From an optimization exercise on the open Yosys and OpenROAD flow, aimed at small area; shortcuts taken in it are not production practice. Function was checked by simulation only, so behaviour that the tests miss may differ from the original.

## 07-18
Design convolution, start of the top module:
module convolution #(parameter BW1=16, BW2=16)
  (input iCLK, iRSTn, iWren,
   input signed [7:0] iX,
   input [7:0] iWeight,
   input [4:0] iADDR,
   output signed [BW2-1:0] oPsum);
Settings: LEC_CHECK=0, CAP_MARGIN=20, CORE_MARGIN=2, CORE_UTILIZATION=40, SLEW_MARGIN=20, SYNTH_HIERARCHICAL=1; clock period 6.0 ns.
standard.sh (not shown) runs the stock make flow with config.mk's settings and CLKGATE_MAP_FILE= SYNTH_SCRIPT=/design/flow/synth_recipe.tcl, a recipe that flattens the netlist after the stock synthesis.
==> flow/flow/run.sh <==
#!/bin/bash
set -euo pipefail
export CTS_ARGS="-sink_clustering_enable -repair_clock_nets -dont_use_dummy_load -buf_list sky130_fd_sc_hd__clkbuf_8 -sink_clustering_size 14 -sink_clustering_max_diameter 60"
bash standard.sh > flow_standard.log 2>&1
What 08-27 does differently from 07-18 at the input level:
==> flow/flow/run.sh <==
#!/bin/bash
set -euo pipefail
export CTS_ARGS="-sink_clustering_enable -repair_clock_nets -dont_use_dummy_load -buf_list sky130_fd_sc_hd__clkbuf_8 -sink_clustering_size 16 -sink_clustering_max_diameter 70"
bash standard.sh > flow_standard.log 2>&1
Notes after the runs:
Post-route clock skew: 08-27 > 07-18
Compared with 07-18, 08-27 shows a lower worst setup slack.
Relative to 07-18, the number of H-tree levels of 08-27 is lower by 1.
Going from 07-18 to 08-27, post-layout minimum cycle time now larger; CTS buffer count decreased by 21 relative to the old numbers; number of antenna violations at the first check in global routing saw a decrease.

---

convolution, a different RTL version from the one above (not shown whole).
Size in the first run: roughly 40 I/O pins.
export LEC_CHECK = 0
export CAP_MARGIN = 20
export CORE_MARGIN = 2
export CORE_UTILIZATION = 40
export SLEW_MARGIN = 20
export SYNTH_HIERARCHICAL = 1
create_clock -name core_clock -period 6.0 [get_ports {iCLK}]
==> flow/flow/run.sh <==
#!/bin/bash
# The standard layout with two changes:
#  - after the standard synthesis, every combinational cell is swapped for the
#    smallest variant of its kind (same function and pins); the placement and
#    timing repairs later upsize what timing needs;
#  - clock tree synthesis adds no dummy loads and builds the tree from
#    clkbuf_8 cells over small sink clusters.
set -euo pipefail
export CTS_ARGS="-sink_clustering_enable -repair_clock_nets -dont_use_dummy_load -buf_list sky130_fd_sc_hd__clkbuf_8 -sink_clustering_size 14 -sink_clustering_max_diameter 60"
RES="$PWD/orfs/results/$FLOW_PLATFORM/convolution/base"
bash standard.sh synth > flow_synth.log 2>&1
cp "$RES/1_2_yosys.v" "$RES/1_2_yosys.std.v"
python3 flow/downsize.py "$FLOW_HOME/platforms/$FLOW_PLATFORM/lib/sky130_fd_sc_hd__tt_025C_1v80.lib" \
  "$RES/1_2_yosys.std.v" "$RES/1_2_yosys.v" > flow_downsize.log 2>&1
rm -f "$RES/1_synth.odb" "$RES/1_synth.sdc"
bash standard.sh > flow_standard.log 2>&1
Other scripts of this flow, unchanged in this note and not shown: flow/flow/downsize.py
The first run ran to the end with no violations.
==> next run, changes <==
--- a/flow/flow/run.sh
+++ b/flow/flow/run.sh
@@ -8,3 +8,3 @@
 set -euo pipefail
-export CTS_ARGS="-sink_clustering_enable -repair_clock_nets -dont_use_dummy_load -buf_list sky130_fd_sc_hd__clkbuf_8 -sink_clustering_size 14 -sink_clustering_max_diameter 60"
+export CTS_ARGS="-sink_clustering_enable -repair_clock_nets -dont_use_dummy_load -buf_list sky130_fd_sc_hd__clkbuf_8 -sink_clustering_size 16 -sink_clustering_max_diameter 70"
 RES="$PWD/orfs/results/$FLOW_PLATFORM/convolution/base"
Settings changed: GPL_TIMING_DRIVEN from default to 0.
Effect: Routed wire length came out lower by 6.4%; fmax drops by 2.0%; global-route usage decreases by 1.7 points; setup slack degrades by 120 ps; core utilization decreases by 0.85 points; count of clock-buffer cells in the layout drops by 32; worst hold slack loses 16 ps; design area falls by 1.9%; critical path depth stays the same.

---

v30:
Another version of the RTL of convolution (not shown whole).
Size: ~1300 flip-flops, roughly 40 I/O pins.
Settings: LEC_CHECK=0, CAP_MARGIN=0, CORE_MARGIN=2, CORE_UTILIZATION=40, SLEW_MARGIN=0, SYNTH_HIERARCHICAL=1; clock period 6.0 ns.
==> flow/flow/run.sh <==
#!/bin/bash
set -euo pipefail
export CTS_ARGS="-sink_clustering_enable -repair_clock_nets -dont_use_dummy_load -buf_list sky130_fd_sc_hd__clkbuf_8 -sink_clustering_size 14 -sink_clustering_max_diameter 60"
bash standard.sh > flow_standard.log 2>&1
v30 finished every step from synthesis to the final layout, and the layout passed the timing, DRC and antenna checks.
Input-level comparison between v13 and v30:
- SLEW_MARGIN: 0 -> 20
- CAP_MARGIN: 0 -> 20
==> flow/flow/run.sh <==
#!/bin/bash
set -euo pipefail
export CTS_ARGS="-sink_clustering_enable -repair_clock_nets -dont_use_dummy_load -buf_list sky130_fd_sc_hd__clkbuf_4"
bash standard.sh > flow_standard.log 2>&1
## What came out
- The wire length of the first global-routing pass of v13 exceeds that of v30 by about 1.6%.
- Relative to v30, slack of the critical path has gone down in v13.
- Compared to v30, v13 leaves less free space in the core.
- Note that the number of clock buffers inserted by TritonCTS recorded for v30 amounts to 0.39 times the value seen in v13.
- Summary — clock-buffer cell count, v13 relative to v30: higher, by about 160%.
- Changes observed in v13 relative to v30: initial antenna violation count higher, count of final hold-check violations shows no meaningful change, transition at the pin with the smallest max-transition slack decreased 0.033 ns, combined area of the multi-input logic cells comparable.
- Relative to v30, the number of inserted diodes of v13 is higher by 6.
- Relative to v30, the number of nets in the finished design measured on v13 has increased by a few percent.
#### Input delta (v46 over v13)
==> flow/flow/run.sh <==
#!/bin/bash
set -euo pipefail
export CTS_ARGS="-sink_clustering_enable -repair_clock_nets -dont_use_dummy_load -buf_list sky130_fd_sc_hd__clkbuf_8 -sink_clustering_size 14 -sink_clustering_max_diameter 60"
bash standard.sh > flow_standard.log 2>&1
Notes after the runs:
For v13, the type of the worst min-delay path was flip-flop to flip-flop, unlike v46, where it was primary input to async pin.
Per the comparison of v46 with v13, setup slack after layout +0.011 ns, number of non-clock buffers -1, portion of the clock cycle consumed by the worst path in the final layout -0.19 points, final-stage net count -214, cell count -220.

-- afterwards: timing with drivers on the ports --
In the flow no input, the clock included, has a driving cell. The finished layouts below were timed again as built, in two steps. Step 1: set_driving_cell puts a clkbuf_16 on iCLK and a buf_2 on each other input, an assumption about the parent block. Step 2 adds t to the input delays and takes it off the output delays; t is the mean of the earliest and latest rising clock arrival at the registers after step 1. Input paths then give back, and output paths get back, about the clock's delay inside the block. Slacks: ideal / step 1 / step 2; pairs: ideal / step 1.
run | shift t [ns] | setup WS [ns] | cell pins on the clock port's net
07-18 | 0.930 | 0.413 / 0.342 / 0.461 | 1
08-27 | 0.875 | 0.400 / 0.329 / 0.461 | 1
the first run of note 2 | 0.918 | 0.257 / 0.250 / 0.257 | 1
the second run of note 2 | 0.893 | 0.137 / 0.137 / -0.335 | 1
v30 | 0.919 | 0.323 / 0.323 / 0.323 | 1
v13 | 1.383 | 0.311 / 0.311 / 0.242 | 1
v46 | 0.919 | 0.323 / 0.323 / 0.323 | 1
With both steps, setup timing fails in the second run of note 2, where it was met with ideal ports. The setup slack of the second run of note 2, which loses most, moves by 0.000 ns with the drivers and by -0.472 ns with both steps.
